From an optimization exercise on the open Yosys and OpenROAD flow, aimed at a short achievable clock period and few clock cycles; shortcuts taken in it are not production practice. Where RTL was checked, it was by simulation tests only, not by an equivalence proof against the original. Only the layout flow was run in runs 1 and 3; the RTL was not checked for function there. Power figures rest on the tool's default switching activity, not on a simulated workload.

<file path="flow/config.mk">
export PLATFORM = sky130hd
export DESIGN_NAME = rv32
export DESIGN_NICKNAME = rv32
export VERILOG_FILES = /design/flow/design.v
export SDC_FILE = /design/flow/constraint.sdc
export NUM_CORES = 4
export LEC_CHECK = 0
export CAP_MARGIN = 20
export CORE_MARGIN = 2
export CORE_UTILIZATION = 40
export SETUP_SLACK_MARGIN = 5
export SLEW_MARGIN = 20
export TNS_END_PERCENT = 100
</file>
<file path="flow/constraint.sdc">
create_clock -name core_clock -period 11.0 [get_ports {i_clk}]
set_input_delay 2.2000 -clock core_clock [delete_from_list [all_inputs] [get_ports {i_clk}]]
set_output_delay 2.2000 -clock core_clock [all_outputs]
set_load 0.01 [all_outputs]
</file>
<file path="flow/design.v">
`default_nettype none
module vma(
	input	[31:0]	i_v_addr,
	input		i_pg,
	input	[31:0]	i_satp,
	output	[31:0]	o_p_addr
);
assign o_p_addr = i_pg ? {i_satp[19:0], i_v_addr[31:22], 2'd0} : i_v_addr;
endmodule
`default_nettype none
module rv32_ctl(
	input  ack,		 
	input  busy,
	input  b_fetch,
	input  b_kill,
	input  b_last,
	input  f_act,
	input  f_paused,
	input  nb_v,
	input  ir_v,
	input  mem,		 
	input  x_started,
	input  amo,
	input  d_wr,
	input  redirect,
	input  d_rdy,		 
	output stb,
	output cont,		 
	output cont_d,
	output f_cont,
	output f_pause,
	output data_new,	 
	output f_resume,
	output f_new,		 
	output fin_fetch,
	output fin_data,
	output x_mem_done,
	output x_done,
	output ir_free,
	output nb_to_ir,
	output arr_ir,
	output arr_nb
);
wire ackb      = ack & busy;
wire free      = ~busy | ack;
wire ack_f     = ackb & b_fetch & ~b_kill;
assign fin_fetch = ack_f & b_last;
wire cont_f    = ack_f & ~b_last;
wire ack_d     = ackb & ~b_fetch;
assign fin_data  = ack_d & b_last;
assign cont_d    = ack_d & ~b_last;
wire sel_d     = ir_v & mem & d_rdy & (~x_started | (amo & ~d_wr));
wire x_go      = ir_v & ~mem;
assign x_mem_done = fin_data & ~(amo & ~d_wr);
assign x_done  = x_go | x_mem_done;
assign ir_free = ~ir_v | x_done;
assign data_new = free & sel_d & ~cont_d;
assign f_cont  = cont_f & ~data_new & ~redirect;
assign f_pause = cont_f & data_new;
assign cont    = cont_d | f_cont;
wire arr       = fin_fetch & ~redirect;
assign nb_to_ir = nb_v & ir_free;
assign arr_ir  = arr & ir_free & ~nb_v;
assign arr_nb  = fin_fetch & ~(ir_free & ~nb_v);
wire nb_next   = (nb_v & ~ir_free) | arr_nb;
wire f_busy_after = f_act & ~fin_fetch & ~redirect;
assign f_resume = free & f_act & f_paused & ~data_new & ~cont_d & ~redirect;
assign f_new   = free & ~data_new & ~cont_d & ~f_busy_after & ~nb_next;
assign stb     = cont | data_new | f_resume | f_new;
endmodule
module rv32(
	input     		i_rst,
	input	 		i_clk,
	output [31:0]	o_addr,
	output [31:0]	o_dat_w,
	output 	[3:0]   o_we,
	input  [31:0]   i_dat_r,
	output	 		o_stb,
	output [1:0]	o_led,
	input      		i_ack,
	input      		i_mtip,
	input      		i_msip,
	input      		i_meip,
	input			i_seip
);
parameter RESET_ADDR       = 32'h00001000;
reg [1:0] privileged_mode;		 
assign o_led = privileged_mode;
reg        ir_v;
reg [31:0] ir;
reg [31:0] ir_pc;
reg [31:0] op1, op2;		 
reg [31:0] x_dva;		 
reg [31:0] x_tgt;		 
reg        x_taken;		 
reg [31:0] sd_q;		 
reg [3:0]  swm_q;		 
reg        x_started;		 
reg        d_wr;		 
reg        nb_v;
reg [31:0] nb;
reg [31:0] nb_pc;
reg [31:0] nb_op1, nb_op2;
reg        busy;		 
reg        b_fetch;		 
reg        b_kill;		 
reg [1:0]  b_ph;		 
reg        b_wr;
reg [31:0] h_addr;
reg [3:0]  h_we;
reg        f_act;		 
reg        f_paused;		 
reg [1:0]  f_nph;
reg [19:0] pte_sv;
reg [31:0] f_va;
reg [31:0] nf_va;		 
reg        nf_ok;		 
reg [19:0] nf_ppn;
reg [19:0] f_ppn;		 
reg [19:0] ir_ppn, nb_ppn;	 
reg        x_tsame;		 
reg        d_lk;		 
reg        d_hit;
reg [19:0] d_ppn;
reg  [7:0] t_v;
reg [19:0] t_vpn[0:7];
reg [19:0] t_ppn[0:7];
reg  [2:0] t_rr;
reg [31:0] amo_q;
reg [31:0] r_reg[31:1];
wire [7:0] instr_funct3 = 8'b00000001 << ir[14:12];
wire [31:0] instr_Uimm={    ir[31],   ir[30:12], {12{1'b0}}};
wire [31:0] instr_Iimm={{21{ir[31]}}, ir[30:20]};
wire [4:0] opc = ir[6:2];
wire instr_Load    =  (opc == 5'b00000);
wire instr_ALUimm  =  (opc == 5'b00100);
wire instr_AUIPC   =  (opc == 5'b00101);
wire instr_Store   =  (opc == 5'b01000);
wire instr_ALUreg  =  (opc == 5'b01100);
wire instr_LUI     =  (opc == 5'b01101);
wire instr_Branch  =  (opc == 5'b11000);
wire instr_JALR    =  (opc == 5'b11001);
wire instr_JAL     =  (opc == 5'b11011);
wire instr_SYSTEM  =  (opc == 5'b11100);
wire instr_Amoswap =  (opc == 5'b01011);
wire instr_Mem     =  instr_Load | instr_Store | instr_Amoswap;
wire [4:0] instr_rd  = ir[11:7];
wire [4:0] instr_rs2 = ir[24:20];
wire instr_ALU = instr_ALUimm | instr_ALUreg;
wire [31:0] alu_In1 = op1;
wire [31:0] alu_In2 = instr_ALUreg ? op2 : instr_Iimm;
wire [31:0] alu_Plus  = alu_In1 + alu_In2;
wire [31:0] alu_Minus = alu_In1 - alu_In2;
wire alu_ltu = alu_In1 < alu_In2;
wire alu_lt  = $signed(alu_In1) < $signed(alu_In2);
wire alu_rightShiftIn = ir[30] & alu_In1[31];
wire [31:0] alu_rightShift = $signed({alu_rightShiftIn, alu_In1}) >>> alu_In2[4:0];
wire [31:0] alu_leftShift  = alu_In1 << alu_In2[4:0];
wire [31:0] alu_Out =
     (instr_funct3[0]  ? ir[30] & ir[5] ? alu_Minus : alu_Plus : 32'b0) |
     (instr_funct3[1]  ? alu_leftShift                         : 32'b0) |
     (instr_funct3[2]  ? {31'b0, alu_lt}                       : 32'b0) |
     (instr_funct3[3]  ? {31'b0, alu_ltu}                      : 32'b0) |
     (instr_funct3[4]  ? alu_In1 ^ alu_In2                     : 32'b0) |
     (instr_funct3[5]  ? alu_rightShift                        : 32'b0) |
     (instr_funct3[6]  ? alu_In1 | alu_In2                     : 32'b0) |
     (instr_funct3[7]  ? alu_In1 & alu_In2                     : 32'b0) ;
wire redirect = ir_v & ~instr_Mem & x_taken;	 
wire x_go     = ir_v & ~instr_Mem;		 
wire cA_stb, cA_cont, cA_cont_d, cA_f_cont, cA_f_pause, cA_data_new, cA_f_resume, cA_f_new,
     cA_fin_fetch, cA_fin_data, cA_x_mem_done, cA_x_done, cA_ir_free, cA_nb_to_ir, cA_arr_ir, cA_arr_nb;
wire cI_stb, cI_cont, cI_cont_d, cI_f_cont, cI_f_pause, cI_data_new, cI_f_resume, cI_f_new,
     cI_fin_fetch, cI_fin_data, cI_x_mem_done, cI_x_done, cI_ir_free, cI_nb_to_ir, cI_arr_ir, cI_arr_nb;
wire b_last = (b_ph == 2'd3);
rv32_ctl CTL_A(.ack(1'b1), .busy(1'b1), .b_fetch(b_fetch), .b_kill(b_kill), .b_last(b_last),
	.f_act(f_act), .f_paused(f_paused), .nb_v(nb_v), .ir_v(ir_v), .mem(instr_Mem), .x_started(x_started),
	.amo(instr_Amoswap), .d_wr(d_wr), .redirect(redirect), .d_rdy(d_rdy),
	.stb(cA_stb), .cont(cA_cont), .cont_d(cA_cont_d), .f_cont(cA_f_cont), .f_pause(cA_f_pause),
	.data_new(cA_data_new), .f_resume(cA_f_resume), .f_new(cA_f_new), .fin_fetch(cA_fin_fetch),
	.fin_data(cA_fin_data), .x_mem_done(cA_x_mem_done), .x_done(cA_x_done), .ir_free(cA_ir_free),
	.nb_to_ir(cA_nb_to_ir), .arr_ir(cA_arr_ir), .arr_nb(cA_arr_nb));
rv32_ctl CTL_I(.ack(1'b0), .busy(1'b0), .b_fetch(b_fetch), .b_kill(b_kill), .b_last(b_last),
	.f_act(f_act), .f_paused(f_paused), .nb_v(nb_v), .ir_v(ir_v), .mem(instr_Mem), .x_started(x_started),
	.amo(instr_Amoswap), .d_wr(d_wr), .redirect(redirect), .d_rdy(d_rdy),
	.stb(cI_stb), .cont(cI_cont), .cont_d(cI_cont_d), .f_cont(cI_f_cont), .f_pause(cI_f_pause),
	.data_new(cI_data_new), .f_resume(cI_f_resume), .f_new(cI_f_new), .fin_fetch(cI_fin_fetch),
	.fin_data(cI_fin_data), .x_mem_done(cI_x_mem_done), .x_done(cI_x_done), .ir_free(cI_ir_free),
	.nb_to_ir(cI_nb_to_ir), .arr_ir(cI_arr_ir), .arr_nb(cI_arr_nb));
wire ackc = busy & i_ack;		 
wire idle = ~busy;
wire c_stb        = ackc ? cA_stb        : idle & cI_stb;
wire c_cont       = ackc & cA_cont;
wire c_cont_d     = ackc & cA_cont_d;
wire c_f_cont     = ackc & cA_f_cont;
wire c_f_pause    = ackc & cA_f_pause;
wire c_data_new   = ackc ? cA_data_new   : idle & cI_data_new;
wire c_f_resume   = ackc ? cA_f_resume   : idle & cI_f_resume;
wire c_f_new      = ackc ? cA_f_new      : idle & cI_f_new;
wire fin_fetch    = ackc & cA_fin_fetch;
wire fin_data     = ackc & cA_fin_data;
wire x_mem_done   = ackc & cA_x_mem_done;
wire x_done       = ackc ? cA_x_done     : x_go;
wire ir_free      = ackc ? cA_ir_free    : (~ir_v | x_go);
wire nb_to_ir     = nb_v & ir_free;
wire arr_ir       = ackc & cA_arr_ir;
wire arr_nb       = ackc & cA_arr_nb;
wire amo_rd_done  = fin_data & instr_Amoswap & ~d_wr;
wire x_mem_start  = c_data_new & ~x_started;
wire load_store_byteAccess     = ir[13:12] == 2'b00;
wire load_store_halfwordAccess = ir[13:12] == 2'b01;
wire [15:0] load_halfword = x_dva[1] ? i_dat_r[31:16] : i_dat_r[15:0];
wire  [7:0] load_byte     = x_dva[0] ? load_halfword[15:8] : load_halfword[7:0];
wire load_sign = !ir[14] & (load_store_byteAccess ? load_byte[7] : load_halfword[15]);
wire [31:0] load_data     = load_store_byteAccess ? {{24{load_sign}},     load_byte} :
                            load_store_halfwordAccess ? {{16{load_sign}}, load_halfword} :  i_dat_r;
wire [31:0] pc_plus4 = ir_pc + 4;
wire [11:0] instr_csr = ir[31:20];
wire instr_ECALL = instr_SYSTEM & instr_funct3[0] & (ir[31:20]==12'h000) & x_go;
wire instr_MRET  = instr_SYSTEM & instr_funct3[0] & (ir[31:20]==12'h302) & x_go;
wire instr_SRET  = instr_SYSTEM & instr_funct3[0] & (ir[31:20]==12'h102) & x_go;
wire instr_CSRW  = instr_SYSTEM & (ir[14:12] != 0) & x_go;
wire exception_csr = instr_CSRW & |(instr_csr[9:8] & ~privileged_mode);
wire csr_write = instr_CSRW & ~exception_csr;
wire [31:0] CSR_read;
wire [31:0] CSR_modifier = ir[14] ? {27'd0, ir[19:15]} : op1;
wire [31:0] CSR_write = (ir[13:12] == 2'b10) ? CSR_modifier | CSR_read  :
                        (ir[13:12] == 2'b11) ? ~CSR_modifier & CSR_read :
                                               CSR_modifier ;
wire instr_Jump = x_taken;
wire [31:0] csr_stvec, csr_mepc, csr_sepc, csr_mtvec;
wire [31:0] PC_new   =   instr_ECALL ? csr_stvec :
						 instr_JALR ? {x_dva[31:1],1'b0} :
                         instr_Jump ? x_tgt :
                         instr_MRET ? csr_mepc :
                         instr_SRET ? csr_sepc :
                         pc_plus4;
wire [31:0] writeBackData  =
      (instr_SYSTEM                ? CSR_read    : 32'b0) |
      (instr_LUI                   ? instr_Uimm  : 32'b0) |
      (instr_ALU                   ? alu_Out     : 32'b0) |
      (instr_AUIPC                 ? x_tgt       : 32'b0) |
      (instr_JALR | instr_JAL      ? pc_plus4    : 32'b0) ;
wire wb_x   = x_go & ~instr_Branch & (instr_rd != 5'd0);
wire wb_ld  = fin_data & (instr_Load | instr_Amoswap & ~d_wr) & (instr_rd != 5'd0);
wire wb_amo = x_mem_done & instr_Amoswap & (instr_rs2 != 5'd0);
wire       w_en  = wb_x | wb_ld | wb_amo;
wire [4:0] w_idx = wb_amo ? instr_rs2 : instr_rd;
wire [31:0] w_dat = wb_x ? writeBackData : wb_ld ? load_data : amo_q;
always @(posedge i_clk)
	if (w_en) r_reg[w_idx] <= w_dat;
always @(posedge i_clk)
	if (amo_rd_done) amo_q <= load_data;
wire sel_satp = (instr_csr == 12'h180);
wire [31:0] csr_mip, csr_mie, csr_mideleg, csr_sip, csr_sie, csr_satp;
reg r_mie, r_sie;
wire interrupt_m = x_done & (|(csr_mip & csr_mie & ~csr_mideleg)) & (~privileged_mode[1] | (privileged_mode[1]&r_mie));
wire interrupt_s = x_done & (|(csr_sip & csr_sie )) & (~privileged_mode[0] | (~privileged_mode[1]&privileged_mode[0]&r_sie));
wire cur_pg = csr_satp[31] & ~privileged_mode[1];
wire x_hit = (x_dva[11:2] == pc_plus4[11:2]) | cur_pg & ((x_dva[11:2] == pc_plus4[21:12]) | (x_dva[11:2] == pc_plus4[31:22]));
wire lr_now = interrupt_m | interrupt_s |
              instr_ECALL | instr_MRET | instr_SRET | (x_go & instr_JALR) | (csr_write & sel_satp) | instr_SFENCE_VMA |
              (x_mem_done & d_wr & x_hit);
wire [31:0] lr_target = interrupt_m ? csr_mtvec : interrupt_s ? csr_stvec : PC_new;
wire d_rdy   = ~cur_pg | d_lk;
wire sel_d   = ir_v & instr_Mem & d_rdy & (~x_started | (instr_Amoswap & ~d_wr));
wire sel_res = ~sel_d & f_act & f_paused;
wire [31:0] nc_va  = sel_d ? x_dva : redirect ? x_tgt : nf_va;
wire [19:0] nc_ppn = sel_d ? d_ppn : redirect ? ir_ppn : nf_ppn;
wire        nc_dir = sel_d ? d_hit : redirect ? x_tsame : nf_ok;	 
wire [31:0] a_nc = ~cur_pg ? nc_va : nc_dir ? {nc_ppn, nc_va[11:0]} : {csr_satp[19:0], nc_va[31:22], 2'b00};
wire [31:0] a_res   = {pte_sv, (f_nph == 2'd2) ? {f_va[21:12], 2'b00} : f_va[11:0]};
wire [31:0] nc_addr = sel_res ? a_res : a_nc;
wire d_wr_now = instr_Store | (instr_Amoswap & x_started);
wire [3:0] nc_we = (sel_d & d_wr_now & (~cur_pg | d_hit)) ? swm_q : 4'd0;
wire [1:0] nc_ph = sel_res ? f_nph : (cur_pg & ~nc_dir) ? 2'd1 : 2'd3;
wire [31:0] cont_va = b_fetch ? f_va : x_dva;
wire [11:0] cont_lo = (b_ph == 2'd1) ? {cont_va[21:12], 2'b00} : cont_va[11:0];
wire [3:0]  cont_we = (b_ph == 2'd2 & b_wr) ? swm_q : 4'd0;
wire s_cont = ackc & cA_cont;
wire s_nc   = ackc ? (~cA_cont & cA_stb) : idle;
assign o_stb   = c_stb;
assign o_addr  = s_cont ? {i_dat_r[29:10], cont_lo} : s_nc ? nc_addr : h_addr;
assign o_we    = s_cont ? cont_we : s_nc ? nc_we : h_we;
assign o_dat_w = sd_q;
always @(posedge i_clk)
	if (i_rst) begin
		busy <= 0;
		b_kill <= 0;
	end else if (c_stb) begin
		busy    <= 1;
		b_fetch <= ~(c_cont_d | c_data_new);
		b_ph    <= c_cont ? b_ph + 2'd1 : nc_ph;
		b_wr    <= c_cont ? b_wr : (c_data_new & d_wr_now);
		b_kill  <= ~(c_cont_d | c_data_new) & lr_now;
		h_addr  <= o_addr;
		h_we    <= o_we;
	end else begin
		if (ackc) busy <= 0;
		b_kill <= b_kill | lr_now | redirect;
	end
wire c_fetch_iss = c_stb & ~(c_cont_d | c_data_new);
wire [1:0] c_ph  = c_cont ? b_ph + 2'd1 : nc_ph;
wire [31:0] new_va = redirect ? x_tgt : nf_va;
wire [31:0] fva_iss = c_f_new ? new_va : f_va;
wire lr_ok = x_go & instr_JALR & ~interrupt_m & ~interrupt_s & (x_dva[31:12] == ir_pc[31:12]);
always @(posedge i_clk)
	if (i_rst) begin
		f_act <= 0;
		f_paused <= 0;
		nf_va <= RESET_ADDR;
		nf_ok <= 0;
	end else if (lr_now) begin
		f_act <= 0;
		f_paused <= 0;
		nf_va <= lr_target;
		nf_ok <= lr_ok;
		nf_ppn <= ir_ppn;
	end else begin
		if (c_f_new) begin
			f_act <= 1;
			f_paused <= 0;
			f_va <= new_va;
			nf_va <= new_va + 4;
		end else if (redirect) begin
			f_act <= 0;
			f_paused <= 0;
			nf_va <= x_tgt;
		end else if (fin_fetch) begin
			f_act <= 0;
		end else if (c_f_pause) begin
			f_paused <= 1;
			f_nph <= b_ph + 2'd1;
			pte_sv <= i_dat_r[29:10];
		end else if (c_f_resume) begin
			f_paused <= 0;
		end
		if (c_fetch_iss & (c_ph == 2'd3)) begin
			f_ppn  <= o_addr[31:12];
			nf_ppn <= o_addr[31:12];
			nf_ok  <= (fva_iss[11:2] != 10'h3ff);
		end else if (c_f_new) begin
			nf_ok  <= 0;
		end else if (redirect) begin
			nf_ok  <= x_tsame;
			nf_ppn <= ir_ppn;
		end
	end
wire [7:0] t_hitv;
wire [7:0] t_inv;
genvar gi;
generate for (gi = 0; gi < 8; gi = gi + 1) begin : TLB
	assign t_hitv[gi] = t_v[gi] & (t_vpn[gi] == x_dva[31:12]);
	assign t_inv[gi]  = (x_dva[11:2] == t_vpn[gi][19:10]) | (x_dva[11:2] == t_vpn[gi][9:0]);
end endgenerate
reg [19:0] t_lk_ppn;
integer ti;
always @(*) begin
	t_lk_ppn = 20'd0;
	for (ti = 0; ti < 8; ti = ti + 1)
		t_lk_ppn = t_lk_ppn | ({20{t_hitv[ti]}} & t_ppn[ti]);
end
wire c_wr_iss = c_stb & (c_cont_d | c_data_new) & (c_ph == 2'd3) & (c_cont ? b_wr : d_wr_now);
wire t_fill = c_cont_d & (b_ph == 2'd2);
wire t_fill_ok = ~(c_wr_iss & ((x_dva[11:2] == x_dva[31:22]) | (x_dva[11:2] == x_dva[21:12])));
wire instr_SFENCE_VMA = instr_SYSTEM & instr_funct3[0] & (ir[31:25]==7'h09) & x_go;
always @(posedge i_clk)
	if (i_rst | (csr_write & sel_satp) | instr_SFENCE_VMA) begin
		t_v <= 0;
	end else begin
		if (c_wr_iss) t_v <= t_v & ~t_inv;
		if (t_fill) begin
			t_v[t_rr]   <= t_fill_ok;
			t_vpn[t_rr] <= x_dva[31:12];
			t_ppn[t_rr] <= i_dat_r[29:10];
			t_rr <= t_rr + 3'd1;
		end
	end
always @(posedge i_clk) begin
	if (ir_v & instr_Mem & ~d_lk) begin
		d_lk  <= 1;
		d_hit <= |t_hitv;
		d_ppn <= t_lk_ppn;
	end
	if (t_fill) begin
		d_hit <= 1;
		d_ppn <= i_dat_r[29:10];
	end
	if (i_rst | lr_now | ir_load) d_lk <= 0;
end
wire [4:0] rs1_in = i_dat_r[19:15];
wire [4:0] rs2_in = i_dat_r[24:20];
wire [31:0] rf1 = r_reg[rs1_in];
wire [31:0] rf2 = r_reg[rs2_in];
wire [31:0] rd1 = (rs1_in == 5'd0) ? 32'd0 : (wb_x & (instr_rd == rs1_in)) ? writeBackData : rf1;
wire [31:0] rd2 = (rs2_in == 5'd0) ? 32'd0 : (wb_x & (instr_rd == rs2_in)) ? writeBackData : rf2;
wire [31:0] nb_op1_s = (w_en & (w_idx == nb[19:15])) ? w_dat : nb_op1;
wire [31:0] nb_op2_s = (w_en & (w_idx == nb[24:20])) ? w_dat : nb_op2;
wire [31:0] inw = nb_v ? nb : i_dat_r;
wire [31:0] inpc = nb_v ? nb_pc : f_va;
wire [31:0] in1 = nb_v ? nb_op1_s : rd1;
wire [31:0] in2 = nb_v ? nb_op2_s : rd2;
wire [31:0] inw_I = {{21{inw[31]}}, inw[30:20]};
wire [31:0] inw_S = {{21{inw[31]}}, inw[30:25], inw[11:7]};
wire [31:0] inw_B = {{20{inw[31]}}, inw[7], inw[30:25], inw[11:8], 1'b0};
wire [31:0] inw_J = {{12{inw[31]}}, inw[19:12], inw[20], inw[30:21], 1'b0};
wire [31:0] inw_U = {inw[31:12], 12'd0};
wire inw_store = (inw[6:2] == 5'b01000);
wire inw_amo   = (inw[6:2] == 5'b01011);
wire [31:0] inw_immA = inw_store ? inw_S : inw_amo ? 32'd0 : inw_I;
wire [31:0] inw_immT = inw[3] ? inw_J : inw[4] ? inw_U : inw_B;
wire [31:0] in_dva = in1 + inw_immA;
wire [31:0] in_tgt = inpc + inw_immT;
wire in_tsame = (in_tgt[31:12] == inpc[31:12]);
wire [19:0] inppn = nb_v ? nb_ppn : f_ppn;
wire [7:0]  in_f3 = 8'b00000001 << inw[14:12];
wire in_eq  = in1 == in2;
wire in_lt  = $signed(in1) < $signed(in2);
wire in_ltu = in1 < in2;
wire in_pred =
        in_f3[0] &  in_eq  |
        in_f3[1] & !in_eq  |
        in_f3[4] &  in_lt  |
        in_f3[5] & !in_lt  |
        in_f3[6] &  in_ltu |
        in_f3[7] & !in_ltu ;
wire in_taken = (inw[6:2] == 5'b11011) | ((inw[6:2] == 5'b11000) & in_pred);
wire in_byte = inw[13:12] == 2'b00;
wire in_half = inw[13:12] == 2'b01;
wire [31:0] in_sdat;
assign in_sdat[ 7: 0] = in2[7:0];
assign in_sdat[15: 8] = in_dva[0] ? in2[7:0]  : in2[15: 8];
assign in_sdat[23:16] = in_dva[1] ? in2[7:0]  : in2[23:16];
assign in_sdat[31:24] = in_dva[0] ? in2[7:0]  :
                        in_dva[1] ? in2[15:8] : in2[31:24];
wire [3:0] in_wmask = in_byte ?
							(in_dva[1] ? (in_dva[0] ? 4'b1000 : 4'b0100) :
							             (in_dva[0] ? 4'b0010 : 4'b0001)) :
						in_half ?
							(in_dva[1] ? 4'b1100 : 4'b0011) :
							4'b1111;
wire ir_load = nb_to_ir | arr_ir;
always @(posedge i_clk)
	if (i_rst | lr_now) begin
		ir_v <= 0;
		nb_v <= 0;
		x_started <= 0;
	end else begin
		if (c_data_new) x_started <= 1;
		if (ir_free) begin
			x_started <= 0;
			ir_v <= ir_load;
		end
		if (ir_load) begin
			ir    <= inw;
			ir_pc <= inpc;
			op1   <= in1;
			op2   <= in2;
			x_dva <= in_dva;
			x_tgt <= in_tgt;
			x_taken <= in_taken;
			x_tsame <= in_tsame;
			ir_ppn <= inppn;
			sd_q  <= in_sdat;
			swm_q <= in_wmask;
			d_wr  <= inw_store;
		end else if (c_data_new & instr_Amoswap & x_started)
			d_wr  <= 1;
		if (nb_to_ir) nb_v <= 0;
		if (arr_nb) begin
			nb_v   <= 1;
			nb     <= i_dat_r;
			nb_pc  <= f_va;
			nb_ppn <= f_ppn;
			nb_op1 <= rd1;
			nb_op2 <= rd2;
		end else if (nb_v) begin
			nb_op1 <= nb_op1_s;
			nb_op2 <= nb_op2_s;
		end
	end
always @(posedge i_clk)
	if (i_rst) privileged_mode <=2'b11;
	else if (interrupt_m) privileged_mode <= 2'b11;
	else if (interrupt_s) privileged_mode <= 2'b01;
	else if (instr_ECALL) privileged_mode <= 2'b01;
	else if (instr_MRET) privileged_mode <= r_mpp;
	else if (instr_SRET & ~privileged_mode[1]) privileged_mode <= {1'b0,r_spp};
always @(posedge i_clk)
	if (i_rst) r_sie <= 0;
	else if (interrupt_m) r_sie <= r_sie;
	else if (interrupt_s) r_sie <= 0;
	else if (csr_write & sel_mstatus) r_sie <= CSR_write[1];
	else if (csr_write & sel_sstatus) r_sie <= CSR_write[1];
always @(posedge i_clk)
	if (i_rst) r_mie <= 0;
	else if (interrupt_m) r_mie <= 0;
	else if (interrupt_s) r_mie <= r_mie;
	else if (csr_write & sel_mstatus) r_mie <= CSR_write[3];
reg r_spie;
always @(posedge i_clk)
	if (i_rst) r_spie <= 0;
	else if (interrupt_m) r_spie <= r_spie;
	else if (interrupt_s) r_spie <= r_sie;
reg r_mpie;
always @(posedge i_clk)
	if (i_rst) r_mpie <= 0;
	else if (interrupt_m) r_mpie <= r_mie;
	else if (interrupt_s) r_mpie <= r_mpie;
	else if (csr_write & sel_mstatus) r_mpie <= CSR_write[7];
reg r_spp;
always @(posedge i_clk)
	if (i_rst) r_spp <= 0;
	else if (interrupt_m) r_spp <= r_spp;
	else if (interrupt_s) r_spp <= privileged_mode[0];
	else if (csr_write & sel_mstatus) r_spp <= CSR_write[8];
	else if (csr_write & sel_sstatus) r_spp <= CSR_write[8];
reg [1:0] r_mpp;
always @(posedge i_clk)
	if (i_rst) r_mpp <= 0;
	else if (interrupt_m) r_mpp <= privileged_mode;
	else if (interrupt_s) r_mpp <= r_mpp;
	else if (instr_MRET) r_mpp <= 0;
	else if (csr_write & sel_mstatus) r_mpp <= CSR_write[12:11];
wire sel_mstatus = (instr_csr == 12'h300);
wire [31:0] csr_mstatus={19'd0,r_mpp,2'b00,r_spp,r_mpie,1'b0,r_spie,1'b0,r_mie,1'b0,r_sie,1'b0};
wire [31:0] csr_sstatus={19'd0,2'b00,2'b00,r_spp,1'b0,1'b0,r_spie,1'b0,1'b0,1'b0,r_sie,1'b0};
wire sel_sstatus = (instr_csr == 12'h100);
reg  [31:0] r_medeleg;
wire sel_medeleg = (instr_csr == 12'h302);
always @(posedge i_clk)
	if (i_rst) r_medeleg <= 0;
	else if (csr_write & sel_medeleg) r_medeleg <= CSR_write[31:0];
reg  [31:0] r_mideleg;
wire sel_mideleg = (instr_csr == 12'h303);
always @(posedge i_clk)
	if (i_rst) r_mideleg <= 0;
	else if (csr_write & sel_mideleg) r_mideleg <= CSR_write[31:0] & 32'b00000000000000000000_0010_0010_0010;
assign csr_mideleg = r_mideleg;
reg [31:0] r_mie_csr;
wire sel_mie = (instr_csr == 12'h304);
wire sel_sie = (instr_csr == 12'h104);
always @(posedge i_clk)
	if (i_rst) r_mie_csr <= 0;
	else if (csr_write & sel_mie) r_mie_csr <= CSR_write;
	else if (csr_write & sel_sie) r_mie_csr <= (r_mie_csr & ~csr_mideleg) | (CSR_write & csr_mideleg);
assign csr_mie = r_mie_csr;
assign csr_sie = csr_mie & csr_mideleg;
reg r_ssip;
reg r_stip;
reg r_seip;
wire sel_mip = (instr_csr == 12'h344);
wire sel_sip = (instr_csr == 12'h144);
assign csr_mip = {20'd0,i_meip,1'b0,r_seip|i_seip,1'b0,i_mtip,1'b0,r_stip,1'b0,i_msip,1'b0,r_ssip,1'b0};
always @(posedge i_clk)
	if (i_rst) r_ssip <= 0;
	else if (csr_write & sel_mip) r_ssip <= CSR_write[1];
	else if (csr_write & sel_sip & csr_mideleg[1]) r_ssip <= CSR_write[1];
always @(posedge i_clk)
	if (i_rst) r_stip <= 0;
	else if (csr_write & sel_mip) r_stip <= CSR_write[5];
always @(posedge i_clk)
	if (i_rst) r_seip <= 0;
	else if (csr_write & sel_mip) r_seip <= CSR_write[9];
assign csr_sip = csr_mip & csr_mideleg;
reg  [31:0] r_mtvec;
wire sel_mtvec   = (instr_csr == 12'h305);
always @(posedge i_clk)
	if (i_rst) r_mtvec <= 0;
	else if (csr_write & sel_mtvec) r_mtvec <= CSR_write[31:0];
assign csr_mtvec = r_mtvec;
reg  [31:0] r_stvec;
wire sel_stvec   = (instr_csr == 12'h105);
always @(posedge i_clk)
	if (i_rst) r_stvec <= 0;
	else if (csr_write & sel_stvec) r_stvec <= CSR_write[31:0];
assign csr_stvec = r_stvec;
reg  [31:0] csr_mscratch;
wire sel_mscratch= (instr_csr == 12'h340);
always @(posedge i_clk)
	if (i_rst) csr_mscratch <= 0;
	else if (csr_write & sel_mscratch) csr_mscratch <= CSR_write[31:0];
reg  [31:0] csr_sscratch;
wire sel_sscratch= (instr_csr == 12'h140);
always @(posedge i_clk)
	if (i_rst) csr_sscratch <= 0;
	else if (csr_write & sel_sscratch) csr_sscratch <= CSR_write[31:0];
reg  [31:0] r_mepc;
wire sel_mepc    = (instr_csr == 12'h341);
always @(posedge i_clk)
	if (i_rst) r_mepc <= 0;
	else if (interrupt_m) r_mepc <= PC_new;
	else if (interrupt_s) r_mepc <= r_mepc;
	else if (csr_write & sel_mepc) r_mepc <= CSR_write[31:0];
assign csr_mepc = r_mepc;
reg  [31:0] r_sepc;
wire sel_sepc    = (instr_csr == 12'h141);
always @(posedge i_clk)
	if (i_rst) r_sepc <= 0;
	else if (interrupt_m) r_sepc <= r_sepc;
	else if (interrupt_s) r_sepc <= PC_new;
	else if (instr_ECALL) r_sepc <= ir_pc;
	else if (csr_write & sel_sepc) r_sepc <= CSR_write[31:0];
assign csr_sepc = r_sepc;
reg  [31:0] csr_mcause;
wire sel_mcause  = (instr_csr == 12'h342);
always @(posedge i_clk)
	if (i_rst) csr_mcause <= 0;
	else if (interrupt_m) csr_mcause <= csr_mip[7]? {1'b1,31'd7}: csr_mip[11]? {1'b1,31'd11}:csr_mip[9]?{1'b1,31'd9}:32'd42;
reg  [31:0] csr_scause;
wire sel_scause  = (instr_csr == 12'h142);
always @(posedge i_clk)
	if (i_rst) csr_scause <= 0;
	else if (interrupt_m) csr_scause <= csr_scause;
	else if (interrupt_s) csr_scause <= csr_mip[1]? {1'b1,31'd1}: csr_mip[9]?{1'b1,31'd9}:32'd41;
	else if (instr_ECALL) csr_scause <= 32'd8;
reg  [31:0] csr_mtval;
wire sel_mtval   = (instr_csr == 12'h343);
always @(posedge i_clk)
	if (i_rst) csr_mtval <= 0;
	else if (csr_write & sel_mtval) csr_mtval <= CSR_write[31:0];
reg  [31:0] csr_stval;
wire sel_stval   = (instr_csr == 12'h143);
always @(posedge i_clk)
	if (i_rst) csr_stval <= 0;
	else if (csr_write & sel_stval) csr_stval <= CSR_write[31:0];
reg  [31:0] r_satp;
always @(posedge i_clk)
	if (i_rst) r_satp <= 0;
	else if (csr_write & sel_satp) r_satp <= CSR_write[31:0];
assign csr_satp = r_satp;
reg  [63:0] csr_cycles;
wire sel_cycles  = (instr_csr == 12'hC00);
wire sel_cyclesh = (instr_csr == 12'hC80);
always @(posedge i_clk)
	if(i_rst) csr_cycles <= 0;
	else csr_cycles <= csr_cycles + 1;
assign CSR_read =
     (sel_sstatus ? csr_sstatus         : 32'b0) |
     (sel_sie     ? csr_sie             : 32'b0) |
     (sel_stvec   ? csr_stvec           : 32'b0) |
     (sel_sscratch? csr_sscratch        : 32'b0) |
     (sel_sepc    ? csr_sepc            : 32'b0) |
     (sel_scause  ? csr_scause          : 32'b0) |
     (sel_stval   ? csr_stval           : 32'b0) |
     (sel_sip     ? csr_sip             : 32'b0) |
     (sel_satp    ? csr_satp            : 32'b0) |
     (sel_mstatus ? csr_mstatus         : 32'b0) |
     (sel_medeleg ? r_medeleg           : 32'b0) |
     (sel_mideleg ? csr_mideleg         : 32'b0) |
     (sel_mie     ? csr_mie             : 32'b0) |
     (sel_mtvec   ? csr_mtvec           : 32'b0) |
     (sel_mscratch? csr_mscratch        : 32'b0) |
     (sel_mepc    ? csr_mepc            : 32'b0) |
     (sel_mcause  ? csr_mcause          : 32'b0) |
     (sel_mtval   ? csr_mtval           : 32'b0) |
     (sel_mip     ? csr_mip             : 32'b0) |
     (sel_cycles  ? csr_cycles[31:0]    : 32'b0) |
     (sel_cyclesh ? csr_cycles[63:32]   : 32'b0) ;
endmodule
</file>
<file path="flow/run.sh">
#!/bin/bash
# synth_recipe.tcl (not shown) runs the flow's synth.tcl, then flattens the netlist and writes it again
# the make line also repeats each setting of config.mk as NAME=value (left out here)
make -C /OpenROAD-flow-scripts/flow DESIGN_CONFIG=/design/flow/config.mk WORK_HOME=/design/flow/orfs CLKGATE_MAP_FILE= SYNTH_SCRIPT=/design/flow/synth_recipe.tcl finish
</file>
==> flow_summary.yaml, run 1 <==
setup_path:
  crit_path_max_incr_delay_ps: 620
  timing.setup.critical_path_class: "reg -> reg"
  slowest_stage: "mux4_2"
  timing.critical_path.arrival_ps: 8240
  timing.critical_path.required_ps: 11680
  crit_path_max_fanout: 38
  startpoint_type: "flop"
  path_common_cell: "buf_4"
  endpoint_kind: "flop"
placed_design:
  half_perimeter_wire_length_after_placement_mm: 402.2
  placement.io_buffers: 109
  placed_cells_incl_taps: 15170
  gp_congestion: 1.023
cts:
  htreeDepth: 5
  max-clock-path-buffers: 4
  root_buffer: "clkbuf_16"
  cts_sinks: 2377
  clock_latency_ps: 950
  numCtsBuffers: 278
  tritoncts: "yes"
  cts.reportedPaths.clkPinSlew_ps: 60
floorplan:
  num_io_pins: 110
  fp-row-count: 209
  floorplan.die_area_um2: 329400
  die-height_um: 574.0
  coreArea_um2: 323700
  start_util_pct: 40.14
  fp.dieW_um: 574.0
logic_synthesis:
  net_count_after_synthesis: 11380
  synth.avg_cell_area_um2: 11.67
  netlist.area_leader.share_pct: 43.61
  netlist_area_um2: 129900
  syn_inst_count: 11130
  ys.warnings.count: 1
  synth-seq-area-share_pct: 51.16
  yosys-top-cells-count: "1887 x edfxtp_1, 1167 x nor2_1, 780 x nand2_1, 684 x clkbuf_1, 594 x mux4_2"
  synth_cell_types: 115
  yosys.cell_count.top_type: "edfxtp_1"
  yosys.area.top_type: "edfxtp_1"
  synth_edf_count: 1887
  synth_seq_cells: 2377
  synth.area.top_cells: "edfxtp_1 44%, mux4_2 10%, dfxtp_1 7.5%"
  synthFlopType: "edfxtp_1"
  asyncSetResetFlopFracSynth_pct: 0
global_route:
  grt-ovfl-total: 0
  number_of_antenna_violations_at_the_first_check_in_global_routing: 39
  groute.usage.overall_pct: 35.41
  global_route_wire_length_before_repair_mm: 827.7
  grt_max_degree: 100
  first_global_vias: 102300
cells_and_area:
  syn2layout_area_growth_pct: 20.47
  drive_gt1_share_pct: 24.82
  num-nets-final: 11810
  final.fill_count: 28570
  non_filler_cells_in_the_finished_layout: 16130
  largest_register_ff_count: 992
routing:
  route.detailed.wl_per_inst_um: 37.67
  drt_iter0_markers: 16820
  drtAntennaViolNets: 0
  routed_via_density: 6.754
  drt_pre_antenna_iters: 7
  vias: 108900
  drc_violations_left: 0
  drt-total-wl_mm: 607.6
timing:
  slew_headroom_pct: 16.11
  fin_worst_skew_ps: 55.83
  setup_violation_total_in_the_final_timing_report: 0
  hold_violations: 0
  fin_tns_setup_ps: 0
  finalWorstPathRequiredPeriod_ps: 7562
  clock.fmax_ghz: 0.1322
  final_min_period_over_clock_period_pct: 68.74
  final_max_slew_viol_count: 0
  setup_repair_after_global_routing_missed_its_margin: "yes"
  worst_pin_slew_ps: 1258
hold_path:
  hold_path_class: "reg -> reg"
power_and_ir_drop:
  power-per-cell-area_nw_per_um2: 145.7
  vdd_drop_max_mv: 0.1437
  static-leakage-power_nw: 52.72
job:
  max_cap_viol_count: 0
status:
  run_status: "no timing/DRC/antenna violations"
layout by cell type (no fill, tap or decap), types with 216 or more instances in the layout:
master	n
edfxtp_1	1887
nor2_1	1089
nand2_1	758
buf_4	727
mux4_2	594
a211oi_1	541
dfxtp_1	489
a21oi_1	447
o21ai_0	333
mux2i_1	312
xnor2_1	312
clkbuf_16	286
xor2_1	285
inv_1	216
logic make-up after synthesis:
group / count (synthesis) / share of synthesized area (%)
simple gates: 2905 / 10.15
compound gates: 2800 / 14.83
mux: 1107 / 14.38
flops: 2377 / 51.16
buf+inv: 1134 / 3.405
xor+xnor: 609 / 4.105
fa+ha+maj: 202 / 1.968
report_power, final:
part	total [mW]	switching, mW	internal (mW)
Sequential	9.99	0.126	9.87
Combinational	3.48	2.15	1.33
Clock	9.34	4.01	5.34
Total	22.8	6.28	16.5
path summary, 6_finish.rpt:
check / startpoint / endpoint / slack, ps / cells after the start
worst max-delay path: ir[6] / x_dva[29] / 3440 / 28
worst min-delay path: f_ppn[4] / nb_ppn[4] / 440 / 0
worst max register to register: ir[6] / x_dva[29] / 3440 / 28
worst min register to register: f_ppn[4] / nb_ppn[4] / 440 / 0
timing repair:
action / 4_1_cts / 5_1_grt
gates resized for setup: 953 / 282
endpoints found under the hold margin: 0 / 0
hold buffers: 0 / 0
endpoints found under the setup margin: 1220 / 577
pin swaps: 181 / 128
setup buffers: 299 / 96
gates cloned: 32 / 8
cell type report:
type | instances | area [um2] | share of cell area [%]
Clock inverter | 131 | 1486 | 0.9496
Inverter | 239 | 954.7 | 0.6099
Timing Repair Buffer | 1035 | 10050 | 6.423
Timing Repair inverter | 1 | 7.507 | 0.004796
Tap cell | 4325 | 5411 | 3.457
Sequential cell | 2377 | 66480 | 42.47
Clock buffer | 363 | 7508 | 4.797
Multi-Input combinational cell | 7633 | 64570 | 41.25
Antenna cell | 27 | 67.56 | 0.04316
critical path, delay by kind of cell, from the launching register on:
family,cells,cell delay (ps)
simple gates,5,960
mux,3,1010
fa+ha+maj,1,480
flops,1,440
buf+inv,6,1250
xor+xnor,1,110
compound gates,12,2940
routing by layer:
metal / vias up / GRT usage [%] / part of all wire [%]
met4: 36 / 23.70 / 8.2
li1: 44060 / - / -
met1: 54980 / 45.51 / 37
met5: - / 0 / 0.043
met3: 1999 / 9.299 / 12
met2: 7872 / 52.55 / 43
per-stage QoR:
| stage | instance area (um2) | utilization (%) | power (mW) | hold WS, ps | setup WS, ps |
|---|---|---|---|---|---|
| finish | 156500 | 48.35 | 22.81 | 443.0 | 3438 |
| global route | 156500 | 48.34 | 23.30 | 461.0 | 3319 |
| CTS | 154200 | 47.63 | 22.59 | 446.0 | 3576 |
| detailed placement | 138200 | 42.70 | 12.95 | 433.1 | 1248 |
| global placement | 138200 | 42.68 | 12.95 | 427.7 | 1289 |
| floorplan | 130900 | - | 11.79 | 422.2 | 3028 |
==> run 2: changes to the inputs <==
--- a/flow/design.v
+++ b/flow/design.v
@@ -153,7 +153,8 @@
 wire [31:0] alu_Minus = alu_In1 - alu_In2;
 wire alu_ltu = alu_In1 < alu_In2;
-wire alu_lt  = $signed(alu_In1) < $signed(alu_In2);
+wire alu_lt  = (alu_In1[31] ^ alu_In2[31]) ? alu_In1[31] : alu_ltu;
 wire alu_rightShiftIn = ir[30] & alu_In1[31];
-wire [31:0] alu_rightShift = $signed({alu_rightShiftIn, alu_In1}) >>> alu_In2[4:0];
+wire [63:0] alu_rightShiftW = {{32{alu_rightShiftIn}}, alu_In1} >> alu_In2[4:0];
+wire [31:0] alu_rightShift = alu_rightShiftW[31:0];
 wire [31:0] alu_leftShift  = alu_In1 << alu_In2[4:0];
 wire [31:0] alu_Out =
@@ -415,6 +416,6 @@
 wire [7:0]  in_f3 = 8'b00000001 << inw[14:12];
 wire in_eq  = in1 == in2;
-wire in_lt  = $signed(in1) < $signed(in2);
 wire in_ltu = in1 < in2;
+wire in_lt  = (in1[31] ^ in2[31]) ? in1[31] : in_ltu;
 wire in_pred =
         in_f3[0] &  in_eq  |
==> run 2 against run 1 <==
  * Clock skew hardly changed
  * Sequential power hardly changed
  * Critical path type unchanged
  * Fmax decreased by 4.1%
  * Wire length up 2.0%
  * Hold slack lost 20 ps
  * Combinational power decreased by 7.5%
  * Clock power is 2% lower
  * Synthesized area decreased by 0.34%
  * Via count increased by 0.61%
==> flow_summary.yaml, run 2 <==
status:
  run_status: "no timing/DRC/antenna violations"
setup_path:
  timing.critical_path.arrival_ps: 8530
  regToRegSetupSlack_ps: 3110
  endpoint_kind: "flop"
  crit_path_max_incr_delay_ps: 1170
  timing.critical_path.required_ps: 11640
  slowest_stage: "a2111oi_0"
  timing.critical_path.buf_inv: 7
  critical_path.top_delay_family: "compound AO/OA/AOI/OAI gates"
  crit_path_max_fanout: 55
  startpoint_type: "flop"
  timing.setup.critical_path_class: "reg -> reg"
logic_synthesis:
  synth.area.top_cells: "edfxtp_1 44%, mux4_2 9.5%, dfxtp_1 7.6%"
  synth_seq_cells: 2377
  yosys.cell_count.top_type: "edfxtp_1"
  netlist.area_leader.share_pct: 43.76
  yosys.area.top_type: "edfxtp_1"
  synth_cell_types: 121
  netlist_area_um2: 129500
  synthFlopType: "edfxtp_1"
  yosys-top-cells-count: "1887 x edfxtp_1, 1213 x nor2_1, 840 x nand2_1, 679 x clkbuf_1, 615 x a21oi_1"
  synth.avg_cell_area_um2: 11.52
  syn_inst_count: 11240
  ys.warnings.count: 1
  synth_edf_count: 1887
  net_count_after_synthesis: 11480
  asyncSetResetFlopFracSynth_pct: 0
  synth-seq-area-share_pct: 51.33
power_and_ir_drop:
  static-leakage-power_nw: 52.65
  power-per-cell-area_nw_per_um2: 144.8
  power.total_mw: 22.37
  vdd_drop_max_mv: 0.1459
routing:
  routed_via_density: 6.795
  drt_iter0_markers: 17470
  route.detailed.wl_per_inst_um: 38.42
  drt_pre_antenna_iters: 9
  drc_violations_left: 0
  vias: 109600
  drtAntennaViolNets: 0
  drt-total-wl_mm: 619.8
floorplan:
  coreArea_um2: 321700
  num_io_pins: 110
  start_util_pct: 40.26
  floorplan.die_area_um2: 328300
  fp.dieW_um: 573.0
  die-height_um: 573.0
  fp-row-count: 208
timing:
  finalWorstPathRequiredPeriod_ps: 7888
  setup_repair_after_global_routing_missed_its_margin: "yes"
  fin_worst_skew_ps: 56.16
  slew_headroom_pct: 8.817
  setup_violation_total_in_the_final_timing_report: 0
  hold_violations: 0
  fin_tns_setup_ps: 0
  worst_pin_slew_ps: 1353
  clock.fmax_ghz: 0.1268
  final_max_slew_viol_count: 0
  final.hold.worst_slack_ps: 423.2
  final_min_period_over_clock_period_pct: 71.71
cells_and_area:
  mostFrequentLayoutCell: "edfxtp_1"
  most-common-layout-cells: "1887 x edfxtp_1, 1139 x nor2_1, 821 x nand2_1"
  layout.core_utilization_pct: 48.02
  largest_register_ff_count: 992
  num-nets-final: 11840
  drive_gt1_share_pct: 23.26
  syn2layout_area_growth_pct: 19.30
cts:
  tritoncts: "yes"
  root_buffer: "clkbuf_16"
  max-clock-path-buffers: 4
  numCtsBuffers: 272
  cts.hold.buffers_added: 0
  cts.reportedPaths.clkPinSlew_ps: 60
  cts_sinks: 2377
  clock_latency_ps: 950
  htreeDepth: 5
global_route:
  first_global_vias: 102500
  grt-ovfl-total: 0
  grt_max_degree: 181
  global_route_wire_length_before_repair_mm: 840.4
  groute.usage.overall_pct: 36.25
  number_of_antenna_violations_at_the_first_check_in_global_routing: 46
placed_design:
  gp_congestion: 1.043
  placement.io_buffers: 109
  half_perimeter_wire_length_after_placement_mm: 403.9
hold_path:
  hold_path_class: "reg -> reg"
job:
  max_cap_viol_count: 0
[run 2: changes by cell type in the layout (fill, tap and decap cells not counted), moves of 23 or more]
| cell | change |
|---|---|
| a211oi_1 | -50 |
| nor3_1 | +27 |
| nor2_1 | +50 |
| a22oi_1 | +39 |
| clkbuf_1 | -23 |
| mux4_2 | -48 |
| buf_4 | -65 |
| o21ai_0 | -23 |
| a21oi_1 | +97 |
| clkinv_1 | +26 |
| xor2_1 | -23 |
| nand2_1 | +63 |
| mux2i_1 | +79 |
[run 2: timing repair]
action,CTS,global route
pin swaps,176,145
resized for setup,850,240
buffers inserted,302,83
endpoints found under the setup margin,1701,367
gates cloned,44,7
[run 2: area by class of cell]
type,count,area [um2]
timing repair buffer,972,9398
antenna,20,50.05
tap,4305,5386
multi-input combinational,7738,63440
clock inverter,141,1405
clock buffer,336,7356
sequential,2377,66480
fill,28480,167200
inverter,241,957.2
[run 2: cell families after synthesis]
family | synth area share (%)
and+or+nand+nor | 10.41
buffers and inverters | 3.493
adders and majority gates | 1.950
DFF | 51.33
xor gates and xnor gates | 4.191
muxes | 14.12
AOI/OAI and AO/OA | 14.50
[run 2: power by group]
group / leakage (nW) / internal [mW] / total, mW / switching (mW)
clock network: 4.27 / 5.28 / 9.19 / 3.91
registers: 21.1 / 9.83 / 9.96 / 0.128
logic: 27.3 / 1.20 / 3.22 / 2.02
total: 52.7 / 16.3 / 22.4 / 6.06
[run 2: worst paths after layout]
kind	depth (start not counted)	to	start
worst min register to register	0	nb_ppn[4]	f_ppn[4]
worst min-delay path	0	nb_ppn[4]	f_ppn[4]
worst max register to register	28	x_taken	ir[6]
worst max-delay path	28	x_taken	ir[6]
[run 2: stage by stage]
step                      instances  worst slack, ps  cell area, um2
after floorplan               11240             4050          130700
after global placement        15190             1252          137300
after detailed placement      15190             1294          137400
after CTS                     16020             3410          152400
after global routing          16110             3031          154400
final                         16130             3112          154500
[run 2: layer usage]
layer	up-vias	global-route usage, %	wire length [um]
li1	44050	-	-
met1	55110	46.91	226800
met2	8384	53.68	264100
met3	2037	9.552	77020
met4	32	23.52	51590
met5	-	0	253
Testbench counts of run 2, summed over its fixed seeds: cycles 81,680.
==> run 3: changes to the inputs <==
--- a/flow/design.v
+++ b/flow/design.v
@@ -24,5 +24,4 @@
 	input  d_wr,
 	input  redirect,
-	input  d_rdy,		 
 	output stb,
 	output cont,		 
@@ -50,5 +49,5 @@
 assign fin_data  = ack_d & b_last;
 assign cont_d    = ack_d & ~b_last;
-wire sel_d     = ir_v & mem & d_rdy & (~x_started | (amo & ~d_wr));
+wire sel_d     = ir_v & mem & (~x_started | (amo & ~d_wr));
 wire x_go      = ir_v & ~mem;
 assign x_mem_done = fin_data & ~(amo & ~d_wr);
@@ -115,16 +114,4 @@
 reg [31:0] f_va;
 reg [31:0] nf_va;		 
-reg        nf_ok;		 
-reg [19:0] nf_ppn;
-reg [19:0] f_ppn;		 
-reg [19:0] ir_ppn, nb_ppn;	 
-reg        x_tsame;		 
-reg        d_lk;		 
-reg        d_hit;
-reg [19:0] d_ppn;
-reg  [7:0] t_v;
-reg [19:0] t_vpn[0:7];
-reg [19:0] t_ppn[0:7];
-reg  [2:0] t_rr;
 reg [31:0] amo_q;
 reg [31:0] r_reg[31:1];
@@ -153,8 +140,7 @@
 wire [31:0] alu_Minus = alu_In1 - alu_In2;
 wire alu_ltu = alu_In1 < alu_In2;
-wire alu_lt  = (alu_In1[31] ^ alu_In2[31]) ? alu_In1[31] : alu_ltu;
+wire alu_lt  = $signed(alu_In1) < $signed(alu_In2);
 wire alu_rightShiftIn = ir[30] & alu_In1[31];
-wire [63:0] alu_rightShiftW = {{32{alu_rightShiftIn}}, alu_In1} >> alu_In2[4:0];
-wire [31:0] alu_rightShift = alu_rightShiftW[31:0];
+wire [31:0] alu_rightShift = $signed({alu_rightShiftIn, alu_In1}) >>> alu_In2[4:0];
 wire [31:0] alu_leftShift  = alu_In1 << alu_In2[4:0];
 wire [31:0] alu_Out =
@@ -176,5 +162,5 @@
 rv32_ctl CTL_A(.ack(1'b1), .busy(1'b1), .b_fetch(b_fetch), .b_kill(b_kill), .b_last(b_last),
 	.f_act(f_act), .f_paused(f_paused), .nb_v(nb_v), .ir_v(ir_v), .mem(instr_Mem), .x_started(x_started),
-	.amo(instr_Amoswap), .d_wr(d_wr), .redirect(redirect), .d_rdy(d_rdy),
+	.amo(instr_Amoswap), .d_wr(d_wr), .redirect(redirect),
 	.stb(cA_stb), .cont(cA_cont), .cont_d(cA_cont_d), .f_cont(cA_f_cont), .f_pause(cA_f_pause),
 	.data_new(cA_data_new), .f_resume(cA_f_resume), .f_new(cA_f_new), .fin_fetch(cA_fin_fetch),
@@ -183,5 +169,5 @@
 rv32_ctl CTL_I(.ack(1'b0), .busy(1'b0), .b_fetch(b_fetch), .b_kill(b_kill), .b_last(b_last),
 	.f_act(f_act), .f_paused(f_paused), .nb_v(nb_v), .ir_v(ir_v), .mem(instr_Mem), .x_started(x_started),
-	.amo(instr_Amoswap), .d_wr(d_wr), .redirect(redirect), .d_rdy(d_rdy),
+	.amo(instr_Amoswap), .d_wr(d_wr), .redirect(redirect),
 	.stb(cI_stb), .cont(cI_cont), .cont_d(cI_cont_d), .f_cont(cI_f_cont), .f_pause(cI_f_pause),
 	.data_new(cI_data_new), .f_resume(cI_f_resume), .f_new(cI_f_new), .fin_fetch(cI_fin_fetch),
@@ -260,19 +246,17 @@
 wire x_hit = (x_dva[11:2] == pc_plus4[11:2]) | cur_pg & ((x_dva[11:2] == pc_plus4[21:12]) | (x_dva[11:2] == pc_plus4[31:22]));
 wire lr_now = interrupt_m | interrupt_s |
-              instr_ECALL | instr_MRET | instr_SRET | (x_go & instr_JALR) | (csr_write & sel_satp) | instr_SFENCE_VMA |
+              instr_ECALL | instr_MRET | instr_SRET | (x_go & instr_JALR) | (csr_write & sel_satp) |
               (x_mem_done & d_wr & x_hit);
 wire [31:0] lr_target = interrupt_m ? csr_mtvec : interrupt_s ? csr_stvec : PC_new;
-wire d_rdy   = ~cur_pg | d_lk;
-wire sel_d   = ir_v & instr_Mem & d_rdy & (~x_started | (instr_Amoswap & ~d_wr));
+wire sel_d   = ir_v & instr_Mem & (~x_started | (instr_Amoswap & ~d_wr));
 wire sel_res = ~sel_d & f_act & f_paused;
-wire [31:0] nc_va  = sel_d ? x_dva : redirect ? x_tgt : nf_va;
-wire [19:0] nc_ppn = sel_d ? d_ppn : redirect ? ir_ppn : nf_ppn;
-wire        nc_dir = sel_d ? d_hit : redirect ? x_tsame : nf_ok;	 
-wire [31:0] a_nc = ~cur_pg ? nc_va : nc_dir ? {nc_ppn, nc_va[11:0]} : {csr_satp[19:0], nc_va[31:22], 2'b00};
+wire [31:0] nc_va = sel_d ? x_dva : redirect ? x_tgt : nf_va;
+wire [31:0] a_nc;
+vma VMA(.i_v_addr(nc_va), .i_pg(cur_pg), .i_satp(csr_satp), .o_p_addr(a_nc));
 wire [31:0] a_res   = {pte_sv, (f_nph == 2'd2) ? {f_va[21:12], 2'b00} : f_va[11:0]};
 wire [31:0] nc_addr = sel_res ? a_res : a_nc;
 wire d_wr_now = instr_Store | (instr_Amoswap & x_started);
-wire [3:0] nc_we = (sel_d & d_wr_now & (~cur_pg | d_hit)) ? swm_q : 4'd0;
-wire [1:0] nc_ph = sel_res ? f_nph : (cur_pg & ~nc_dir) ? 2'd1 : 2'd3;
+wire [3:0] nc_we = (sel_d & d_wr_now & ~cur_pg) ? swm_q : 4'd0;
+wire [1:0] nc_ph = sel_res ? f_nph : cur_pg ? 2'd1 : 2'd3;
 wire [31:0] cont_va = b_fetch ? f_va : x_dva;
 wire [11:0] cont_lo = (b_ph == 2'd1) ? {cont_va[21:12], 2'b00} : cont_va[11:0];
@@ -300,9 +284,4 @@
 		b_kill <= b_kill | lr_now | redirect;
 	end
-wire c_fetch_iss = c_stb & ~(c_cont_d | c_data_new);
-wire [1:0] c_ph  = c_cont ? b_ph + 2'd1 : nc_ph;
-wire [31:0] new_va = redirect ? x_tgt : nf_va;
-wire [31:0] fva_iss = c_f_new ? new_va : f_va;
-wire lr_ok = x_go & instr_JALR & ~interrupt_m & ~interrupt_s & (x_dva[31:12] == ir_pc[31:12]);
 always @(posedge i_clk)
 	if (i_rst) begin
@@ -310,83 +289,26 @@
 		f_paused <= 0;
 		nf_va <= RESET_ADDR;
-		nf_ok <= 0;
 	end else if (lr_now) begin
 		f_act <= 0;
 		f_paused <= 0;
 		nf_va <= lr_target;
-		nf_ok <= lr_ok;
-		nf_ppn <= ir_ppn;
-	end else begin
-		if (c_f_new) begin
-			f_act <= 1;
-			f_paused <= 0;
-			f_va <= new_va;
-			nf_va <= new_va + 4;
-		end else if (redirect) begin
-			f_act <= 0;
-			f_paused <= 0;
-			nf_va <= x_tgt;
-		end else if (fin_fetch) begin
-			f_act <= 0;
-		end else if (c_f_pause) begin
-			f_paused <= 1;
-			f_nph <= b_ph + 2'd1;
-			pte_sv <= i_dat_r[29:10];
-		end else if (c_f_resume) begin
-			f_paused <= 0;
-		end
-		if (c_fetch_iss & (c_ph == 2'd3)) begin
-			f_ppn  <= o_addr[31:12];
-			nf_ppn <= o_addr[31:12];
-			nf_ok  <= (fva_iss[11:2] != 10'h3ff);
-		end else if (c_f_new) begin
-			nf_ok  <= 0;
-		end else if (redirect) begin
-			nf_ok  <= x_tsame;
-			nf_ppn <= ir_ppn;
-		end
-	end
-wire [7:0] t_hitv;
-wire [7:0] t_inv;
-genvar gi;
-generate for (gi = 0; gi < 8; gi = gi + 1) begin : TLB
-	assign t_hitv[gi] = t_v[gi] & (t_vpn[gi] == x_dva[31:12]);
-	assign t_inv[gi]  = (x_dva[11:2] == t_vpn[gi][19:10]) | (x_dva[11:2] == t_vpn[gi][9:0]);
-end endgenerate
-reg [19:0] t_lk_ppn;
-integer ti;
-always @(*) begin
-	t_lk_ppn = 20'd0;
-	for (ti = 0; ti < 8; ti = ti + 1)
-		t_lk_ppn = t_lk_ppn | ({20{t_hitv[ti]}} & t_ppn[ti]);
-end
-wire c_wr_iss = c_stb & (c_cont_d | c_data_new) & (c_ph == 2'd3) & (c_cont ? b_wr : d_wr_now);
-wire t_fill = c_cont_d & (b_ph == 2'd2);
-wire t_fill_ok = ~(c_wr_iss & ((x_dva[11:2] == x_dva[31:22]) | (x_dva[11:2] == x_dva[21:12])));
-wire instr_SFENCE_VMA = instr_SYSTEM & instr_funct3[0] & (ir[31:25]==7'h09) & x_go;
-always @(posedge i_clk)
-	if (i_rst | (csr_write & sel_satp) | instr_SFENCE_VMA) begin
-		t_v <= 0;
-	end else begin
-		if (c_wr_iss) t_v <= t_v & ~t_inv;
-		if (t_fill) begin
-			t_v[t_rr]   <= t_fill_ok;
-			t_vpn[t_rr] <= x_dva[31:12];
-			t_ppn[t_rr] <= i_dat_r[29:10];
-			t_rr <= t_rr + 3'd1;
-		end
-	end
-always @(posedge i_clk) begin
-	if (ir_v & instr_Mem & ~d_lk) begin
-		d_lk  <= 1;
-		d_hit <= |t_hitv;
-		d_ppn <= t_lk_ppn;
-	end
-	if (t_fill) begin
-		d_hit <= 1;
-		d_ppn <= i_dat_r[29:10];
+	end else if (c_f_new) begin
+		f_act <= 1;
+		f_paused <= 0;
+		f_va <= redirect ? x_tgt : nf_va;
+		nf_va <= (redirect ? x_tgt : nf_va) + 4;
+	end else if (redirect) begin
+		f_act <= 0;
+		f_paused <= 0;
+		nf_va <= x_tgt;
+	end else if (fin_fetch) begin
+		f_act <= 0;
+	end else if (c_f_pause) begin
+		f_paused <= 1;
+		f_nph <= b_ph + 2'd1;
+		pte_sv <= i_dat_r[29:10];
+	end else if (c_f_resume) begin
+		f_paused <= 0;
 	end
-	if (i_rst | lr_now | ir_load) d_lk <= 0;
-end
 wire [4:0] rs1_in = i_dat_r[19:15];
 wire [4:0] rs2_in = i_dat_r[24:20];
@@ -412,10 +334,8 @@
 wire [31:0] in_dva = in1 + inw_immA;
 wire [31:0] in_tgt = inpc + inw_immT;
-wire in_tsame = (in_tgt[31:12] == inpc[31:12]);
-wire [19:0] inppn = nb_v ? nb_ppn : f_ppn;
 wire [7:0]  in_f3 = 8'b00000001 << inw[14:12];
 wire in_eq  = in1 == in2;
+wire in_lt  = $signed(in1) < $signed(in2);
 wire in_ltu = in1 < in2;
-wire in_lt  = (in1[31] ^ in2[31]) ? in1[31] : in_ltu;
 wire in_pred =
         in_f3[0] &  in_eq  |
@@ -460,6 +380,4 @@
 			x_tgt <= in_tgt;
 			x_taken <= in_taken;
-			x_tsame <= in_tsame;
-			ir_ppn <= inppn;
 			sd_q  <= in_sdat;
 			swm_q <= in_wmask;
@@ -472,5 +390,4 @@
 			nb     <= i_dat_r;
 			nb_pc  <= f_va;
-			nb_ppn <= f_ppn;
 			nb_op1 <= rd1;
 			nb_op2 <= rd2;
==> run 3 against run 2 <==
  * Sequential cell count decreased by 435
  * Synthesized area down 16%
  * Wire length fell by 18%
  * First-iteration DRC count decreased by 16%
  * Combinational power down 22%
  * Synthesized cell count fell by 14%
  * Largest power group unchanged
  * Non-clock buffer count down 129
  * Hold slack better by 6.6 ps
==> flow_summary.yaml, run 3 <==
status:
  run_status: "no timing/DRC/antenna violations"
floorplan:
  floorplan.die_area_um2: 276500
  fp.dieW_um: 525.9
  start_util_pct: 40.23
  coreArea_um2: 270800
  fp-row-count: 191
  die-height_um: 525.9
  num_io_pins: 110
power_and_ir_drop:
  power.total_mw: 17.95
  static-leakage-power_nw: 44.40
  vdd_drop_max_mv: 0.1669
  power-per-cell-area_nw_per_um2: 138.4
logic_synthesis:
  netlist_area_um2: 108900
  synth_edf_count: 1463
  synth_cell_types: 108
  syn_inst_count: 9704
  yosys-top-cells-count: "1463 x edfxtp_1, 1016 x nor2_1, 689 x nand2_1, 629 x clkbuf_1, 547 x a21oi_1"
  yosys.area_share.simple_pct: 10.74
  synth_compound_gate_area_share_pct: 16.41
  synth_fa_ha_area_share_pct: 2.260
  synthFlopType: "edfxtp_1"
  netlist.area_leader.share_pct: 40.33
  synth_seq_cells: 1942
  synth.area.top_cells: "edfxtp_1 40%, mux4_2 11%, dfxtp_1 8.8%"
  ys.warnings.count: 1
  synth_xor_xnor_area_share_pct: 1.793
  net_count_after_synthesis: 9938
  synth.avg_cell_area_um2: 11.23
  asyncSetResetFlopFracSynth_pct: 0
  post_synth_mux_area_share_pct: 15.86
  yosys.cell_count.top_type: "edfxtp_1"
  synth-seq-area-share_pct: 49.13
  synth_top_family_by_area: "compound AO/OA/AOI/OAI gates"
  yosys.area.top_type: "edfxtp_1"
timing:
  clock.fmax_ghz: 0.1275
  hold_violations: 0
  setup_violation_total_in_the_final_timing_report: 0
  fin_worst_skew_ps: 77.53
  slew_headroom_pct: 6.767
  fin_tns_setup_ps: 0
  setup_repair_after_global_routing_missed_its_margin: "yes"
  final_max_slew_viol_count: 0
  finalWorstPathRequiredPeriod_ps: 7846
  final_min_period_over_clock_period_pct: 71.33
  worst_pin_slew_ps: 1389
cts:
  cts.reportedPaths.clkPinSlew_ps: 60
  clock_latency_ps: 950
  cts_sinks: 1942
  cts.hold.buffers_added: 0
  htreeDepth: 4
  root_buffer: "clkbuf_16"
  numCtsBuffers: 216
  max-clock-path-buffers: 4
  tritoncts: "yes"
job:
  max_cap_viol_count: 0
setup_path:
  crit_path_max_fanout: 22
  reg2reg_from: "ir[3]"
  path_common_cell: "a21o_1"
  timing.critical_path.arrival_ps: 8510
  critical_path.reg2reg.endpoint: "x_dva[31]"
  slowest_stage: "a311oi_1"
  startpoint_type: "flop"
  endpoint_kind: "flop"
  regToRegSetupSlack_ps: 3150
  crit_path_max_incr_delay_ps: 810
  cell_depth_of_the_worst_flop_to_flop_path: 32
  timing.critical_path.required_ps: 11660
  worstSetupEndpoint: "x_dva[31]"
  timing.setup.critical_path_class: "reg -> reg"
  worst_setup_path_startpoint: "ir[3]"
global_route:
  global_route_wire_length_before_repair_mm: 696.3
  first_global_vias: 87430
  grt_max_degree: 100
  number_of_antenna_violations_at_the_first_check_in_global_routing: 34
  grt-ovfl-total: 0
  groute.usage.overall_pct: 35.33
routing:
  drc_violations_left: 0
  drt-total-wl_mm: 507.8
  routed_via_density: 6.850
  drt_iter0_markers: 14610
  route.detailed.wl_per_inst_um: 37.02
  drtAntennaViolNets: 0
  vias: 93960
  drt_pre_antenna_iters: 9
placed_design:
  gp_congestion: 1.059
  half_perimeter_wire_length_after_placement_mm: 335.5
  placement.io_buffers: 109
hold_path:
  hold_path_class: "reg -> reg"
cells_and_area:
  num-nets-final: 10190
  largest_register_ff_count: 992
  syn2layout_area_growth_pct: 19.13
  most-common-layout-cells: "1463 x edfxtp_1, 943 x nor2_1, 650 x nand2_1"
  mostFrequentLayoutCell: "edfxtp_1"
  drive_gt1_share_pct: 23.83
## run 3: worst min-delay path by stage
| stage | from | end | slack, ps | depth (start not counted) |
|---|---|---|---|---|
| floorplan | f_va[22] | nb_pc[22] | 420 | 0 |
| global placement | f_va[25] | nb_pc[25] | 430 | 0 |
| detailed placement | f_va[26] | nb_pc[26] | 440 | 0 |
| CTS | f_va[26] | nb_pc[26] | 420 | 0 |
| global route | f_va[26] | nb_pc[26] | 450 | 0 |
| finish | f_va[26] | nb_pc[26] | 430 | 0 |
## run 3: through the flow
| stage | cells | hold slack [ps] | utilization, % | area, um2 | setup slack, ps |
|---|---|---|---|---|---|
| after floorplan | 9704 | 422.2 | - | 109700 | 3162 |
| after global placement | 12920 | 429.8 | 42.59 | 115300 | 1605 |
| after detailed placement | 12920 | 435.3 | 42.60 | 115400 | 1432 |
| after CTS | 13580 | 417.9 | 47.04 | 127400 | 3428 |
| after global routing | 13710 | 454.6 | 47.92 | 129700 | 3097 |
| final | 13720 | 429.8 | 47.93 | 129800 | 3154 |
## run 3: area by class of cell
type,count,area (um2)
well taps,3570,4467
clock inverters,120,1270
clock buffers,274,5733
multi-input cells,6712,55720
inverters,241,952.2
fillers,24000,141000
flip-flops and latches,1942,53530
repair inverters,1,8.758
diodes,14,35.03
repair buffers,843,8065
## run 3: cells by family (layout without fill, tap and decap cells)
| group | after synthesis | count (layout) |
|---|---|---|
| AND/OR/NAND/NOR | 2598 | 2603 |
| multiplexers | 1045 | 1047 |
| adder cells (fa/ha/maj) | 195 | 195 |
| buffers and inverters | 1065 | 1479 |
| other | 0 | 14 |
| AO/OA/AOI/OAI | 2636 | 2644 |
| flip-flops | 1942 | 1942 |
| XOR/XNOR | 223 | 223 |
## run 3: power by group
group / total, mW / leakage, nW / switching [mW] / internal, mW
sequential: 8.07 / 17.1 / 0.108 / 7.96
clock: 7.38 / 3.43 / 3.16 / 4.22
combinational: 2.51 / 23.9 / 1.54 / 0.969
total: 18.0 / 44.4 / 4.81 / 13.1
## run 3: metal layers
metal / share of wire (%) / routed length (um) / GRT usage [%]
met2: 43 / 220800 / 53.14
met5: 0.027 / 139 / 0
met3: 12 / 59700 / 8.842
met1: 36 / 182800 / 44.64
met4: 8.8 / 44480 / 24.57
## run 3: worst max-delay path: cells and delay by family, from the launching register on
| family | cells | cell delay (ps) |
|---|---|---|
| adders and majority gates | 2 | 460 |
| buffers and inverters | 5 | 910 |
| muxes | 2 | 410 |
| xor gates and xnor gates | 1 | 150 |
| AOI/OAI and AO/OA | 16 | 4130 |
| and+or+nand+nor | 6 | 1050 |
| DFF | 1 | 460 |
## run 3: repair_timing
action | CTS | global route
gates cloned | 30 | 5
setup endpoints to repair | 1408 | 559
pin swaps | 159 | 140
setup buffers | 237 | 115
resized for setup | 758 | 278

==> separate check: timing with driven ports <==
In the flow no input, the clock included, has a driving cell. The finished layouts below were timed again as built, in two steps. Step 1, drivers: a clkbuf_16 drives i_clk and a buf_2 each remaining input, both assumed. Step 2 also shifts input and output timing later by t, the mid clock arrival at the registers, as if the neighbouring blocks saw the same clock. Slacks: ideal ports / drivers / drivers and shift; pairs: ideal ports / drivers.
run | shift t [ns] | setup WS [ns] | latest minus earliest clock arrival (ns)
run 1 | 1.020 | 3.438 / 3.438 / 2.605 | 0.057 / 0.057
run 2 | 1.028 | 3.112 / 3.112 / 2.378 | 0.057 / 0.057
run 3 | 1.003 | 3.154 / 3.154 / 2.271 | 0.079 / 0.078
After both steps setup and hold are still met in every run listed. For run 3, which loses most, drivers alone change the setup slack by 0.000 ns; drivers and shift together by -0.883 ns.
